Background: an optimization exercise with open tools, aiming at small area and a short achievable clock period. Do not read the settings as production practice. In this exercise RTL edits were held to simulation tests only and were not proved equivalent to the original. Power figures rest on the tool's default switching activity, not on a simulated workload.

**flow/config.mk**
```make
export PLATFORM = sky130hd
export DESIGN_NAME = ras
export DESIGN_NICKNAME = ras
export VERILOG_FILES = /design/flow/design.v
export SDC_FILE = /design/flow/constraint.sdc
export NUM_CORES = 4
export LEC_CHECK = 0
export CAP_MARGIN = 20
export CORE_MARGIN = 2
export CORE_UTILIZATION = 40
export SLEW_MARGIN = 20
```
**flow/constraint.sdc**
```tcl
create_clock -name core_clock -period 6.0 [get_ports {clk}]
set_input_delay 1.2000 -clock core_clock [delete_from_list [all_inputs] [get_ports {clk}]]
set_output_delay 1.2000 -clock core_clock [all_outputs]
set_load 0.01 [all_outputs]
```
**flow/design.v**
```verilog
module ras_fifo (clk, rst, push, pop, empty, din, dout);
    parameter DEPTH = 1024;
    parameter WIDTH = 36;
    localparam ADDR = $clog2(DEPTH);
    input clk, rst, push, pop;
    output logic empty;
    input [WIDTH-1:0] din;
    output logic [WIDTH-1:0] dout;
    reg [WIDTH-1:0] ram [DEPTH-1:0];
    logic [ADDR-1:0] raddr, waddr;
    always @(posedge clk)
    begin
        if (rst)
        begin
            raddr <= '0;
            waddr <= '0;
            empty <= 1'b1;
        end else begin
            if (push) begin
                waddr <= waddr + 1'b1;
                ram[waddr] <= din;
            end
            if (pop) raddr <= raddr + 1'b1;
            if (pop ^ push) empty <= (pop && (raddr + 1'b1 == waddr));
        end
    end
    assign dout = ram[raddr];
endmodule
module ras_bram (clk,rea,reb,wea,web,raddra,raddrb,waddra,waddrb,wia,wib,doa,dob);
    parameter DEPTH = 1024;
    parameter WIDTH = 36;
    localparam ADDR = $clog2(DEPTH);
    parameter RESOLVE_COLLIDE = 0;
    parameter READ_FIRST = 0;
    parameter OFS = 0;
    parameter INCR = 0;
    input clk,rea,reb,wea,web;
    input [ADDR-1:0] raddra, raddrb;
    input [ADDR-1:0] waddra, waddrb;
    input [WIDTH-1:0] wia, wib;
    output logic [WIDTH-1:0] doa,dob;
    logic forward_a, forward_b;
    wire [ADDR-1:0] addra = wea ? waddra : raddra;
    wire [ADDR-1:0] addrb = web ? waddrb : raddrb;
    wire collision = RESOLVE_COLLIDE && (addra == addrb) && (rea || wea) && (reb || web);
    wire forward_a_n = collision && web;
    wire forward_b_n = collision && wea;
    wire ena = (rea || wea) && !forward_a_n;
    wire enb = (reb || web) && !forward_b_n;
    logic [WIDTH-1:0] ram_out_a, ram_out_b;
    assign doa = forward_a ? ram_out_b : ram_out_a;
    assign dob = forward_b ? ram_out_a : ram_out_b;
    always_ff @(posedge clk) begin
        forward_a <= forward_a_n;
        forward_b <= forward_b_n;
    end
    bram_impl #(.DEPTH(DEPTH), .WIDTH(WIDTH), .OFS(OFS), .INCR(INCR), .READ_FIRST(READ_FIRST))
        data (
        .clk(clk), .ena(ena), .enb(enb),
        .wea(wea), .web(web),
        .addra(addra), .addrb(addrb),
        .wia(wia), .wib(wib),
        .doa(ram_out_a), .dob(ram_out_b)
    );
endmodule 
/*verilator lint_off DECLFILENAME*/
module bram_impl (clk,ena,enb,wea,web,addra,addrb,wia,wib,doa,dob);
    parameter DEPTH = 1024;
    parameter WIDTH = 36;
    parameter READ_FIRST = 0;
    localparam ADDR = $clog2(DEPTH);
    parameter OFS = 0;
    parameter INCR = 0;
    input clk, ena, enb, wea, web;
    input [ADDR-1:0] addra, addrb;
    input [WIDTH-1:0] wia, wib;
    output logic [WIDTH-1:0] doa,dob;
    reg [WIDTH-1:0] ram [DEPTH-1:0];
    always @(posedge clk)
    begin
        if (ena)
        begin
            if (wea)                ram[addra] <= wia;
            if (wea && !READ_FIRST) doa <= wia;
            if (!wea || READ_FIRST) doa <= ram[addra];
        end
    end
    always @(posedge clk)
    begin
        if (enb)
        begin
            if (web)                ram[addrb] <= wib;
            if (web && !READ_FIRST) dob <= wib;
            if (!web || READ_FIRST) dob <= ram[addrb];
        end
    end
endmodule 
/*verilator lint_on DECLFILENAME*/
module ras_stage (
    clk, reset,
    pop_i, push_i, data_i, addr_i,
    pop_o, push_o, data_o, addr_o,
    trigger, commit,
    base_addr, addr, dout, valid);
    parameter SCRATCHPAD_DEPTH = 16;
    parameter DEPTH = 1024;
    localparam ADDR = $clog2(SCRATCHPAD_DEPTH);
    parameter WIDTH = 32;
    localparam ADDR_WIDTH = $clog2(DEPTH);;
    input logic clk, reset, trigger, commit;
    input logic pop_i, push_i;
    input logic [ADDR_WIDTH-1:0] addr_i;
    input logic [WIDTH-1:0] data_i;
    output logic pop_o, push_o;
    output logic [ADDR_WIDTH-1:0] addr_o;
    output logic [WIDTH-1:0] data_o;
    input logic [ADDR_WIDTH-1:0] addr;
    output logic [ADDR_WIDTH-1:0] base_addr;
    output logic [WIDTH-1:0] dout;
    output logic valid;
    logic [ADDR-1:0] pending_push_masked, pending_push_visible;
    logic [ADDR_WIDTH-1:0] base_addr_reg;
    assign valid = (pending_push_visible != 0);
    /*verilator lint_off PINCONNECTEMPTY*/
    ras_bram #(.DEPTH(SCRATCHPAD_DEPTH), .WIDTH(WIDTH), .RESOLVE_COLLIDE(1))
        scratchpad(.clk(clk),
            .doa(    dout        ), .wia(  '0   ),
            .raddra( ADDR'(addr) ), .waddra( '0 ),
            .rea(    1'b1        ), .wea(   1'b0),
            .dob(),          .wib(    data_i            ),
            .raddrb('0),       .waddrb( ADDR'(addr_i)     ),
            .reb(    1'b0 ), .web(    trigger && push_i ));
    /*verilator lint_on PINCONNECTEMPTY*/
    always_ff @(posedge clk) begin
        if(reset)                    pending_push_masked <=  '0;
        else pending_push_masked <=  pending_push_masked
                                    + ADDR'(pop_i && trigger && (pending_push_visible != 0))
                                    - ADDR'((pending_push_masked != 0) && commit && push_o);
    end
    always_ff @(posedge clk) begin
        if(reset)                    pending_push_visible <=  '0;
        else pending_push_visible <= pending_push_visible
                                    + ADDR'(trigger && push_i)
                                    - ADDR'(trigger && pop_i && (pending_push_visible != 0))
                                    - ADDR'((pending_push_masked == 0) && commit && push_o);
    end
    always_comb begin
        base_addr = base_addr_reg;
        if(trigger) base_addr = addr_i;
    end
    always_ff @(posedge clk) begin
        if(reset) base_addr_reg <= addr;
        else      base_addr_reg <= base_addr;
    end
    /*verilator lint_off PINCONNECTEMPTY*/
    ras_fifo #(.DEPTH(SCRATCHPAD_DEPTH), .WIDTH(WIDTH + ADDR_WIDTH + 1 + 1))
        pending_actions(.clk(clk),
            .rst(reset),
            .push(trigger),
            .pop(commit),
            .empty(),
            .din( {data_i, addr_i, pop_i, push_i}),
            .dout({data_o, addr_o, pop_o, push_o}));
    /*verilator lint_on PINCONNECTEMPTY*/
endmodule
module ras (
    clk, rst_ni, rst_i,
    pop, push,
    commit,
    flush,
    din, dout, valid);
    parameter STAGES = 2;
    parameter WIDTH = 31;
    parameter DEPTH = 128;
    localparam ADDR = $clog2(DEPTH);
    parameter SCRATCHPAD_DEPTH = 16;
    localparam SCRATCHPAD_ADDR = $clog2(SCRATCHPAD_DEPTH);
    /*verilator lint_off UNUSEDSIGNAL*/
    input logic  clk, rst_ni, rst_i;
    input logic  pop, push;
    input logic [STAGES-1:0] commit;
    input logic [STAGES-1:0] flush;
    input logic [WIDTH-1:0] din;
    output logic [WIDTH-1:0] dout;
    output logic valid;
    /*verilator lint_on UNUSEDSIGNAL*/
    logic                           reset, incr, decr, set_tosp, empty, full;
    /*verilator lint_off UNOPTFLAT*/
    logic [ADDR-1:0]                new_tosp, tosp_n, bosp, base_addr;
    /*verilator lint_on UNOPTFLAT*/
    wire [STAGES:0]            stage_push;
    /*verilator lint_off UNUSEDSIGNAL*/
    wire [STAGES:0]            stage_pop;
    /*verilator lint_on UNUSEDSIGNAL*/
    wire [STAGES:0][WIDTH-1:0] stage_data;
    wire [STAGES:0][ADDR-1:0]  stage_addr;
    wire [STAGES:0][ADDR-1:0]  stage_base_addr;
    wire [STAGES:0][WIDTH-1:0] stage_dout;
    wire [STAGES:0]            stage_dout_valid;
    wire [STAGES:0]            trigger = {commit, pop || push};
    logic [ADDR-1:0] tosp;
    always @(posedge clk) tosp <= tosp_n;
    always_comb begin
        tosp_n = tosp;
        if(decr) tosp_n = tosp - 1;
        if(incr) tosp_n = tosp + 1;
        if(set_tosp) tosp_n = new_tosp;
    end
    assign empty = ((tosp == bosp) && !full);
    always @(posedge clk or negedge rst_ni) if(!rst_ni) reset <= 1'b1;
                                            else        reset <= rst_i;
    assign decr = (pop && !push && valid);
    assign incr = (push && !pop);
    assign set_tosp = (|flush) && valid;
    always_comb begin
        new_tosp = '0;
        for (int i = 0; i < STAGES ; i++)
            if(flush[i]) new_tosp = stage_base_addr[i+1];
    end
    assign stage_push[0] = push;
    assign stage_pop[0] = pop;
    assign stage_addr[0] = tosp_n;
    assign stage_data[0] = din;
    for (genvar i = 0; i < STAGES; i++) begin
        ras_stage #(.WIDTH(WIDTH), .DEPTH(DEPTH), .SCRATCHPAD_DEPTH(SCRATCHPAD_DEPTH))
            stage(.clk(clk), .reset(flush[i] || reset),
                .trigger(trigger[i]), .commit(commit[i]),
                .pop_i(stage_pop[i]), .push_i(stage_push[i]),
                .addr_i(stage_addr[i]), .data_i(stage_data[i]),
                .pop_o(stage_pop[i+1]), .push_o(stage_push[i+1]),
                .addr_o(stage_addr[i+1]), .data_o(stage_data[i+1]),
                .addr(tosp_n), .dout(stage_dout[i]), .valid(stage_dout_valid[i]),
                .base_addr(stage_base_addr[i]));
    end
    always_ff @(posedge clk) begin
        if(reset) begin
             full <= 1'b0;
             bosp <= tosp_n;
        end else if(incr) begin
            full <= ((tosp_n == bosp) || full);
            if(full) bosp <= tosp_n;
        end else if (decr) full <= 1'b0;
    end
    assign stage_dout_valid[STAGES] = !empty;
    always_ff @(posedge clk) if(trigger[STAGES]) base_addr <= stage_addr[STAGES];
    assign stage_base_addr[STAGES] = base_addr;
    /*verilator lint_off PINCONNECTEMPTY*/
    ras_bram #(.DEPTH(DEPTH), .WIDTH(WIDTH), .RESOLVE_COLLIDE(1))
        data(.clk(clk),
            .doa(    stage_dout[STAGES] ),  .wia( '0 ),
            .raddra( tosp_n ),              .waddra( '0 ),
            .rea(    1'b1 ),                .wea( 1'b0 ),
            .dob( ),          .wib( stage_data[STAGES] ),
            .raddrb( '0 ),       .waddrb( stage_addr[STAGES] ),
            .reb( 1'b0 ), .web( trigger[STAGES] && stage_push[STAGES] ));
    /*verilator lint_on PINCONNECTEMPTY*/
    always_comb begin
        dout = '0;
        for (int i = STAGES; i >= 0 ; i--)
            if(stage_dout_valid[i]) dout = stage_dout[i];
    end
    assign valid = (|stage_dout_valid);
endmodule
```
**flow/run.sh**
```bash
#!/bin/bash
# synth_recipe.tcl (not shown) runs the flow's synth.tcl, then flattens the netlist and writes it again
# the make line also repeats each setting of config.mk as NAME=value (left out here)
make -C /OpenROAD-flow-scripts/flow DESIGN_CONFIG=/design/flow/config.mk WORK_HOME=/design/flow/orfs CLKGATE_MAP_FILE= SYNTH_SCRIPT=/design/flow/synth_recipe.tcl finish
```
==> impl_metrics.env, run 1 <==
export IMPL_outcome="timing/DRC/antenna clean"
export IMPL_p_leak_uw=0.0991
export IMPL_cp_max_fo=13
export IMPL_synth_nets=16808
export IMPL_grt_use_met1_pct=34.4
export IMPL_seq_area_frac_synth_pct=75.4
export IMPL_largest_reg_flops=3968
export IMPL_skew_ns=0.0909
export IMPL_cp_end_kind="flip-flop"
export IMPL_viasPerCell=5.97
export IMPL_timing_final_crit_share_pct=97.6
export IMPL_peakVddDrop_v=0.000342
export IMPL_path_clk_slew_ns=0.07
export IMPL_place_congestion=0.982
export IMPL_cts_max_path_buffers=4
export IMPL_crit_type="flip-flop to flip-flop"
export IMPL_clk_insertion_delay_late_ns=1.17
export IMPL_synth_compound_area_share_pct=5.61
export IMPL_busiest_layer="met2"
export IMPL_yosys_area_top_type="edfxtp_1"
export IMPL_yosys_area_share_xor_xnor_pct=0.143
export IMPL_grt_overflow=0
export IMPL_cp_cell_sequence="buf_4 -> buf_4 -> mux4_2 -> mux2i_1 -> o221ai_1 -> a21oi_1 -> o21a_4 -> buf_12 -> nor2_4 -> nand2_1 -> buf_4 -> a21oi_1 -> or4_1 -> o31ai_2 -> or4_1"
export IMPL_power_uw=106000
export IMPL_crit_family="compound AO/OA/AOI/OAI gates"
export IMPL_antenna_found_initial=74
export IMPL_num_vias=159991
export IMPL_worstPathRequired_ns=7.03
export IMPL_synth_cell_type_count=92
export IMPL_ys_ff_latch=6483
export IMPL_max_stage_delay_ns=0.79
export IMPL_largestRegisters="data.data.ram (3968), genblk1.stage.pending_actions.ram (1264), genblk1.stage.scratchpad.data.ram (992)"
export IMPL_finalSetupTns_ns=0
export IMPL_die_h_um=806
export IMPL_async_flop_share_pct=0.0154
export IMPL_drc=0
export IMPL_clockPowerShare_pct=37.0
export IMPL_ys_top_cells_by_area="edfxtp_1, nand2_1, mux4_2"
export IMPL_grtUsageTotal_pct=24.8
export IMPL_worstMarginPinSlew_ns=1.25
export IMPL_yosysWarnings=7
export IMPL_root_buffer="clkbuf_16"
export IMPL_cp_arrival_ns=6.89
export IMPL_setup_viol=0
export IMPL_cpMaxStageDelayCell="o31ai_2"
export IMPL_io_buffers=71
export IMPL_p_sw_share_pct=27.1
export IMPL_drt_iter0_markers=24089
export IMPL_synth_ff_type="edfxtp_1"
export IMPL_synth_top_family_by_area="simple AND/OR/NAND/NOR gates"
export IMPL_cts_buffers=648
export IMPL_synth_mux_area_share_pct=6.11
export IMPL_netlist_instances=16732
export IMPL_die_area_um2=650000
export IMPL_drive_gt1_share_pct=17.4
export IMPL_fmax_mhz=171
export IMPL_hpwl_um=500000
export IMPL_avgRoutedWirePerCell_um=30.9
export IMPL_initial_utilization_pct=40.1
export IMPL_cts_tree="done"
export IMPL_fin_nets=17773
export IMPL_path_buf_inv=4
export IMPL_grt_pass1_wl_um=1160000
export IMPL_crit_path_frequent_cell="buf_4"
export IMPL_slew_headroom_pct=16.5
export IMPL_seq_area_um2=194000
export IMPL_core_um2=641000
export IMPL_rows=294
export IMPL_p_per_area_nw_per_um2=354
export IMPL_min_period_ns=5.86
export IMPL_grt_max_degree=171
export IMPL_hold_viol=0
export IMPL_die_x_um=806
export IMPL_synth_top_area_share_pct=75.0
export IMPL_rsz0062_at_grt="no"
export IMPL_largest_register="data.data.ram"
export IMPL_comb_power_share_pct=14.8
export IMPL_nFillCells=54612
export IMPL_maxCapViolCount=0
export IMPL_grtUsageMet3_pct=6.16
export IMPL_clkSinkCount=6483
export IMPL_synthAdderAreaFrac_pct=0.193
export IMPL_power_switching_uw=28600
export IMPL_grt_pass1_vias=151972
export IMPL_avgSynthCellArea_um2=15.4
export IMPL_wirelength_um=829000
export IMPL_p_seq_share_pct=48.2
export IMPL_start_kind="flip-flop"
export IMPL_drtAntennaViolNets=0
export IMPL_firstDrtPassIters=8
export IMPL_synthesis_area_um2=257000
export IMPL_use_met2_pct=37.6
export IMPL_io_pins=72
export IMPL_synth_edff_count=6424
export IMPL_drv_slew=0
export IMPL_hold_path_class="input port to asynchronous set/reset pin"
export IMPL_p_int_uw=77200
export IMPL_cts_max_level=6
export IMPL_syn_to_final_growth_pct=16.2
export IMPL_yosys_area_share_simple_pct=10.3
export IMPL_multi_input_area_um2=59200
-- per-layer routing --
layer / part of all wire, % / up-vias
met3: 11 / 1549
met2: 45 / 9092
met4: 4.6 / 34
li1: - / 66680
met1: 39 / 82636
met5: 0.026 / -
-- power by group through the flow --
stage          Sequential (uW)  Combinational (uW)  Clock (uW)
3_3_place_gp             52000               15200           0
6_report                 51100               15600       39100
4_1_cts                  51000               15300       39500
2_1_floorplan            51600                7570           0
5_1_grt                  51000               16300       41200
3_5_place_dp             52000               15200           0
-- cell usage in the layout, fill, tap and decap left out, types with 20 or more instances in the layout --
master,n
edfxtp_1,6424
nand2_1,3733
nand3_1,1583
buf_4,1139
clkbuf_16,656
a311oi_1,611
mux4_2,475
a211oi_1,299
and3_1,271
mux2i_1,271
buf_12,262
a31oi_1,241
nor2_4,191
nor2_1,175
clkbuf_1,172
a21oi_1,167
clkinv_1,156
o211a_1,145
mux2_2,129
o21ai_0,85
clkinv_2,69
clkdlybuf4s50_1,60
inv_1,53
nand4_1,51
dfxtp_1,49
o211ai_1,48
a22oi_1,47
nor3_1,46
bufinv_16,33
mux4_4,31
ha_1,30
diode_2,27
o22ai_1,27
a32oi_1,27
xnor2_1,23
a221oi_1,20
-- final cells by class --
| class | count | share of cell area, % |
|---|---|---|
| antenna | 27 | 0.0226 |
| clock buffer | 835 | 5.74 |
| clock inverter | 324 | 0.968 |
| inverter | 66 | 0.0975 |
| multi-input combinational | 9022 | 19.8 |
| sequential | 6483 | 64.9 |
| tap | 8584 | 3.59 |
| timing repair buffer | 1476 | 4.87 |
-- metrics by stage --
step / cell area (um^2) / setup WS, ns / hold slack (ns) / cells / utilization (%)
after floorplan: 257000 / 0.116 / 0.454 / 16732 / -
after global placement: 279000 / -0.615 / 0.479 / 25621 / 43.5
after detailed placement: 279000 / -0.526 / 0.479 / 25628 / 43.5
after CTS: 299000 / 0.00547 / 0.353 / 26787 / 46.6
after global routing: 299000 / 0.132 / 0.388 / 26796 / 46.6
final: 299000 / 0.142 / 0.420 / 26817 / 46.6
-- kinds of logic (layout without fill, tap and decap cells) --
kind of cell,count (synthesis),in the layout
AOI/OAI and AO/OA,1862,1862
adders and majority gates,36,36
xor gates and xnor gates,42,42
buffers and inverters,1227,2701
DFF,6483,6483
other,0,27
and+or+nand+nor,6170,6170
muxes,912,912
-- worst paths after layout --
| path | startpoint | endpoint | slack (ns) | cells past startpoint |
|---|---|---|---|---|
| max | flip-flop | data.data.doa[22] | 0.14 | 15 |
| min | rst_ni | reset | 0.42 | 1 |
| max reg2reg | flip-flop | data.data.doa[22] | 0.14 | 15 |
| min reg2reg | genblk1[1].stage.base_addr_reg[5] | genblk1[1].stage.base_addr_reg[5] | 0.49 | 2 |
| max in group asynchronous | rst_ni | reset | 5.56 | 1 |
| min in group core_clock | genblk1[1].stage.base_addr_reg[5] | genblk1[1].stage.base_addr_reg[5] | 0.49 | 2 |
-- worst register-to-register path: stages, from the launching register on --
cell      delay, ns
dfxtp_4        0.54
buf_4          0.31
buf_4          0.28
mux4_2         0.53
mux2i_1        0.31
o221ai_1       0.30
a21oi_1        0.34
o21a_4         0.49
buf_12         0.19
nor2_4         0.05
nand2_1        0.50
buf_4          0.22
a21oi_1        0.06
or4_1          0.61
o31ai_2        0.79
or4_1          0.22
-- cell usage after synthesis, types with 15 or more instances --
cell type	instances
buf_2	546
a311oi_1	612
buf_1	121
a21oi_1	170
a221oi_1	20
clkbuf_1	359
xor2_1	19
o21ai_0	86
inv_1	56
ha_1	30
a32oi_1	27
mux4_2	506
edfxtp_1	6424
dfxtp_1	58
nor2_1	366
buf_4	114
mux2_2	129
xnor2_1	23
a311o_1	15
nor4_1	23
nand4_1	51
o211ai_1	48
mux2i_1	271
o211a_1	145
nand3_1	1585
o22ai_1	27
nor3_1	52
a22oi_1	47
buf_6	21
nand2_1	3742
and3_1	272
a211oi_1	305
a31oi_1	242
-- timing repair --
action | 4_1_cts | 5_1_grt
setup endpoints to repair | 2 | 6
pin swaps | 0 | 0
buffers inserted | 0 | 1
resized for setup | 2 | 5
hold buffers | 0 | 0
==> inputs of run 2 (changes only) <==
==> flow/design.v (replaced) <==
module ras (
    clk, rst_ni, rst_i,
    pop, push,
    commit,
    flush,
    din, dout, valid);
    localparam W = 31;
    localparam DEPTH = 128;
    localparam A = 7;
    localparam SP = 16;
    input  logic         clk, rst_ni, rst_i;
    input  logic         pop, push;
    input  logic [1:0]   commit;
    input  logic [1:0]   flush;
    input  logic [W-1:0] din;
    output logic [W-1:0] dout;
    output logic         valid;
    logic reset;
    always_ff @(posedge clk or negedge rst_ni)
        if (!rst_ni) reset <= 1'b1;
        else         reset <= rst_i;
    logic [A-1:0] tosp, bosp, mbase, b1, p0;
    logic         full;
    logic [3:0]   pv0, pm0, pv1, pm1;
    logic [W-1:0] mem  [DEPTH];
    logic [W-1:0] sp0  [SP];
    logic [W-1:0] sp1  [SP];
    logic [W-1:0] f0d  [SP];
    logic [2:0]   f0c  [SP];
    logic [3:0]   f0r, f0w;
    logic [W-1:0] f1d  [SP];
    logic [A-1:0] f1a  [SP];
    logic         f1p  [SP];
    logic [3:0]   f1r, f1w;
    wire pv0nz = (pv0 != 4'd0);
    wire pv1nz = (pv1 != 4'd0);
    wire empty = (tosp == bosp) && !full;
    assign valid = pv0nz || pv1nz || !empty;
    wire incr = push && !pop;
    wire decr = pop && !push && valid;
    wire set_tosp = (|flush) && valid;
    wire [A-1:0] new_tosp = flush[1] ? mbase : b1;
    logic [A-1:0] tosp_n;
    always_comb begin
        tosp_n = tosp;
        if (decr) tosp_n = tosp - 1'b1;
        if (incr) tosp_n = tosp + 1'b1;
        if (set_tosp) tosp_n = new_tosp;
    end
    always_ff @(posedge clk) tosp <= tosp_n;
    wire rst0 = flush[0] || reset;
    wire trig0 = push || pop;
    wire [W-1:0] h0d = f0d[f0r];
    wire [2:0]   h0c = f0c[f0r];
    wire h0push = h0c[2];
    wire h0pop  = h0c[1];
    wire h0dn   = h0c[0];
    wire [A-1:0] h0a = (h0push && !h0pop) ? p0 + 1'b1 : (h0dn ? p0 - 1'b1 : p0);
    always_ff @(posedge clk) begin
        if (rst0) begin
            f0r <= '0;
            f0w <= '0;
        end else begin
            if (trig0) begin
                f0d[f0w] <= din;
                f0c[f0w] <= {push, pop, decr};
                f0w <= f0w + 1'b1;
            end
            if (commit[0]) f0r <= f0r + 1'b1;
        end
    end
    always_ff @(posedge clk) begin
        if (rst0)           p0 <= tosp_n;
        else if (commit[0]) p0 <= h0a;
    end
    always_ff @(posedge clk)
        if (push) sp0[tosp_n[3:0]] <= din;
    wire c0push = commit[0] && h0push;
    wire c1push = commit[1] && f1p[f1r];
    always_ff @(posedge clk) begin
        if (rst0) begin
            pv0 <= '0;
            pm0 <= '0;
        end else begin
            pv0 <= pv0 + 4'(push) - 4'(pop && pv0nz) - 4'((pm0 == 4'd0) && c0push);
            pm0 <= pm0 + 4'(pop && pv0nz) - 4'((pm0 != 4'd0) && c0push);
        end
    end
    wire rst1 = flush[1] || reset;
    always_ff @(posedge clk)
        if (c0push) sp1[h0a[3:0]] <= h0d;
    always_ff @(posedge clk) begin
        if (rst1) begin
            f1r <= '0;
            f1w <= '0;
        end else begin
            if (commit[0]) begin
                f1d[f1w] <= h0d;
                f1a[f1w] <= h0a;
                f1p[f1w] <= h0push;
                f1w <= f1w + 1'b1;
            end
            if (commit[1]) f1r <= f1r + 1'b1;
        end
    end
    always_ff @(posedge clk) begin
        if (rst1)           b1 <= tosp_n;
        else if (commit[0]) b1 <= h0a;
    end
    always_ff @(posedge clk) begin
        if (rst1) begin
            pv1 <= '0;
            pm1 <= '0;
        end else begin
            pv1 <= pv1 + 4'(c0push) - 4'(commit[0] && h0pop && pv1nz) - 4'((pm1 == 4'd0) && c1push);
            pm1 <= pm1 + 4'(commit[0] && h0pop && pv1nz) - 4'((pm1 != 4'd0) && c1push);
        end
    end
    wire [A-1:0] h1a = f1a[f1r];
    always_ff @(posedge clk)
        if (c1push) mem[h1a] <= f1d[f1r];
    always_ff @(posedge clk)
        if (commit[1]) mbase <= h1a;
    always_ff @(posedge clk) begin
        if (reset) begin
            full <= 1'b0;
            bosp <= tosp_n;
        end else if (incr) begin
            full <= (tosp_n == bosp) || full;
            if (full) bosp <= tosp_n;
        end else if (decr) full <= 1'b0;
    end
    always_comb begin
        if (pv0nz)      dout = sp0[tosp[3:0]];
        else if (pv1nz) dout = sp1[tosp[3:0]];
        else            dout = mem[tosp];
    end
endmodule
==> run 2 against run 1 <==
  * Core utilization up 0.38 points
  * Now fails the layout checks on negative setup slack
  * Worst setup slack worse by 0.26 ns
  * Register-to-register slack better by 0.68 ns
  * Combinational power up 11%
  * Non-clock buffer count down 619
  * Cell count down 28%
  * First-iteration DRC count down 30%
==> impl_metrics.env, run 2 <==
export IMPL_outcome="complete, but fails checks"
export IMPL_violatedChecks="negative setup slack"
export IMPL_drc=0
export IMPL_largest_register="mem"
export IMPL_synthAdderAreaFrac_pct=0.220
export IMPL_p_per_area_nw_per_um2=374
export IMPL_drive_gt1_share_pct=34.5
export IMPL_hold_viol=0
export IMPL_path_clk_slew_ns=0.06
export IMPL_synth_ff_type="edfxtp_1"
export IMPL_synthesis_area_um2=237000
export IMPL_synth_cell_type_count=78
export IMPL_min_period_ns=6.12
export IMPL_avgSynthCellArea_um2=24.0
export IMPL_place_congestion=0.842
export IMPL_layout_setup_ws_ns=-0.117
export IMPL_die_x_um=774
export IMPL_cp_cell_sequence="buf_12 -> buf_12 -> buf_16 -> bufbuf_16 -> mux4_2 -> a22oi_1 -> a21oi_1 -> buf_6 -> nor4_4 -> nor2_4 -> a211oi_4 -> buf_4 -> o21ai_2 -> buf_2"
export IMPL_final_core_util_pct=47.0
export IMPL_seq_area_um2=186000
export IMPL_drt_iter0_markers=16936
export IMPL_root_buffer="clkbuf_16"
export IMPL_cp_end_kind="output port"
export IMPL_core_um2=590000
export IMPL_synth_top_area_share_pct=78.0
export IMPL_grt_overflow=0
export IMPL_async_flop_share_pct=0.0161
export IMPL_die_area_um2=599000
export IMPL_yosysWarnings=1
export IMPL_synth_mux_area_share_pct=17.5
export IMPL_syn_to_final_growth_pct=17.0
export IMPL_netlist_instances=9894
export IMPL_setup_viol=8
export IMPL_slew_headroom_pct=22.9
export IMPL_yosys_area_top_type="edfxtp_1"
export IMPL_grtUsageTotal_pct=22.2
export IMPL_worstPathRequired_ns=4.80
export IMPL_rows=282
export IMPL_cp_max_fo=6
export IMPL_wirelength_um=679000
export IMPL_crit_path_frequent_cell="buf_12"
export IMPL_p_leak_uw=0.0855
export IMPL_worstMarginPinSlew_ns=1.15
export IMPL_seq_area_frac_synth_pct=78.4
export IMPL_timing_final_crit_share_pct=102
export IMPL_clkSinkCount=6205
export IMPL_grt_pass1_vias=115707
export IMPL_cpMaxStageDelayCell="a211oi_4"
export IMPL_clk_insertion_delay_late_ns=1.11
export IMPL_avgRoutedWirePerCell_um=35.4
export IMPL_grt_pass1_wl_um=933000
export IMPL_synth_compound_area_share_pct=1.34
export IMPL_fin_nets=10938
export IMPL_die_h_um=774
export IMPL_crit_type="flip-flop to output port"
export IMPL_io_buffers=71
export IMPL_ys_top_cells_by_count="edfxtp_1, mux4_2, nor2_1"
export IMPL_skew_ns=0.0902
export IMPL_max_stage_delay_ns=0.61
export IMPL_fmax_mhz=163
export IMPL_maxCapViolCount=0
export IMPL_synth_nets=9972
export IMPL_ys_top_cells_by_area="edfxtp_1, mux4_2, mux2i_1"
export IMPL_largest_reg_flops=3968
export IMPL_cts_tree="done"
export IMPL_io_pins=72
export IMPL_yosys_area_share_xor_xnor_pct=0.191
export IMPL_synth_top_family_by_area="multiplexers"
export IMPL_final_common_cell="edfxtp_1"
export IMPL_start_kind="flip-flop"
export IMPL_ys_ff_latch=6205
export IMPL_initial_utilization_pct=40.2
export IMPL_cp_arrival_ns=4.92
export IMPL_multi_input_area_um2=51400
export IMPL_ctsHoldBuffers=0
export IMPL_viasPerCell=6.03
export IMPL_synth_edff_count=6156
export IMPL_cts_max_path_buffers=4
export IMPL_yosysMostFrequentCell="edfxtp_1"
export IMPL_hpwl_um=390000
export IMPL_antenna_found_initial=47
export IMPL_drtAntennaViolNets=0
export IMPL_firstDrtPassIters=8
export IMPL_nFillCells=47320
export IMPL_rsz0062_at_grt="yes"
export IMPL_num_vias=115566
export IMPL_yosys_area_share_simple_pct=1.17
export IMPL_drv_slew=0
export IMPL_hold_slack_ns=0.458
export IMPL_cts_buffers=625
export IMPL_grt_max_degree=121
export IMPL_cts_max_level=6
export IMPL_peakVddDrop_v=0.000298
export IMPL_hold_path_class="input port to asynchronous set/reset pin"
export IMPL_layout_common_cells="edfxtp_1, mux4_2, clkbuf_16, buf_4, buf_12"
-- run 2: cell type report --
cell class                 instances  share of cell area [%]
timing repair buffer             857                    3.70
inverter                          60                  0.0889
sequential                      6205                    67.0
antenna                           12                  0.0108
tap                             7810                    3.52
clock inverter                   344                    1.18
multi-input combinational       3111                    18.5
clock buffer                     780                    5.92
-- run 2: path summary, 6_finish.rpt --
check	endpoint	start	depth (start not counted)	slack (ns)
hold / removal	reset	rst_ni	1	0.46
hold reg to reg	f1r[3]	f1r[3]	2	0.53
setup reg to reg	sp0[12][20]	tosp[6]	15	0.82
min in group core_clock	f1r[3]	f1r[3]	2	0.53
setup / recovery	dout[22]	tosp[0]	14	-0.12
max in group asynchronous	reset	rst_ni	1	5.52
-- run 2: repair_timing --
item,in CTS,in global routing
setup endpoints to repair,31,14
buffers inserted,77,33
resized for setup,454,70
gates cloned,36,3
pin swaps,49,39
-- run 2: logic make-up after synthesis --
| logic type | Yosys count |
|---|---|
| AOI/OAI and AO/OA | 470 |
| DFF | 6205 |
| and+or+nand+nor | 624 |
| adders and majority gates | 38 |
| buffers and inverters | 578 |
| xor gates and xnor gates | 47 |
| muxes | 1932 |
-- run 2: power by group --
group          switching [uW]  total, uW  leakage, uW  internal [uW]
Combinational           10300      17300       0.0201           6950
Clock                   16600      37900      0.00957          21300
Sequential                197      48400       0.0558          48200
-- run 2: metrics by stage --
stage | cells | TNS, ns | instance area, um^2 | setup slack [ns] | power (uW)
2_1_floorplan | 9894 | 0 | 237000 | 1.09 | 57300
3_3_place_gp | 17900 | -3.84 | 253000 | -1.15 | 64500
3_5_place_dp | 17900 | -2.88 | 253000 | -0.669 | 64700
4_1_cts | 19135 | -0.246 | 277000 | -0.126 | 104000
5_1_grt | 19169 | -0.588 | 277000 | -0.127 | 106000
6_report | 19179 | -0.289 | 277000 | -0.117 | 104000
-- run 2: routing by layer --
layer | wire length (um) | vias to the layer above | global-route usage, %
met1 | 259000 | 63429 | 30.3
met4 | 25300 | 12 | 7.38
met5 | 80 | - | 0
li1 | - | 44610 | -
met3 | 69300 | 1046 | 4.78
met2 | 326000 | 6469 | 35.8
-- run 2: worst max-delay path: cells and delay by family (launching register included) --
| kind | cells | cell delay [ns] |
|---|---|---|
| buf+inv | 7 | 1.25 |
| simple gates | 2 | 0.70 |
| compound gates | 4 | 0.96 |
| flops | 1 | 0.35 |
| mux | 1 | 0.50 |

==> static timing again, ports no longer ideal <==
Ports are ideal in the flow. The routed layouts listed here were re-timed in OpenROAD.
Step 1, drivers: a clkbuf_16 drives clk and a buf_2 each remaining input, both assumed.
Step 2, shift: input delay + t, output delay - t, t = (earliest + latest rising clock arrival at the registers) / 2. This alone moves slack from input paths to output paths.
Slacks: ideal / step 1 / step 2; pairs: ideal / step 1.
run | t (ns) | setup slack, ns | worst setup path at the end | slew at the worst register clock pin (ns)
run 1 | 1.240 | 0.142 / 0.142 / -0.494 | input to register | 0.07 / 0.07
run 2 | 1.187 | -0.117 / -0.239 / 0.535 | input to register | 0.07 / 0.07
With both steps, setup timing fails in run 1, where it was met with ideal ports. For run 1, which loses most, drivers alone change the setup slack by 0.000 ns; drivers and shift together by -0.636 ns.
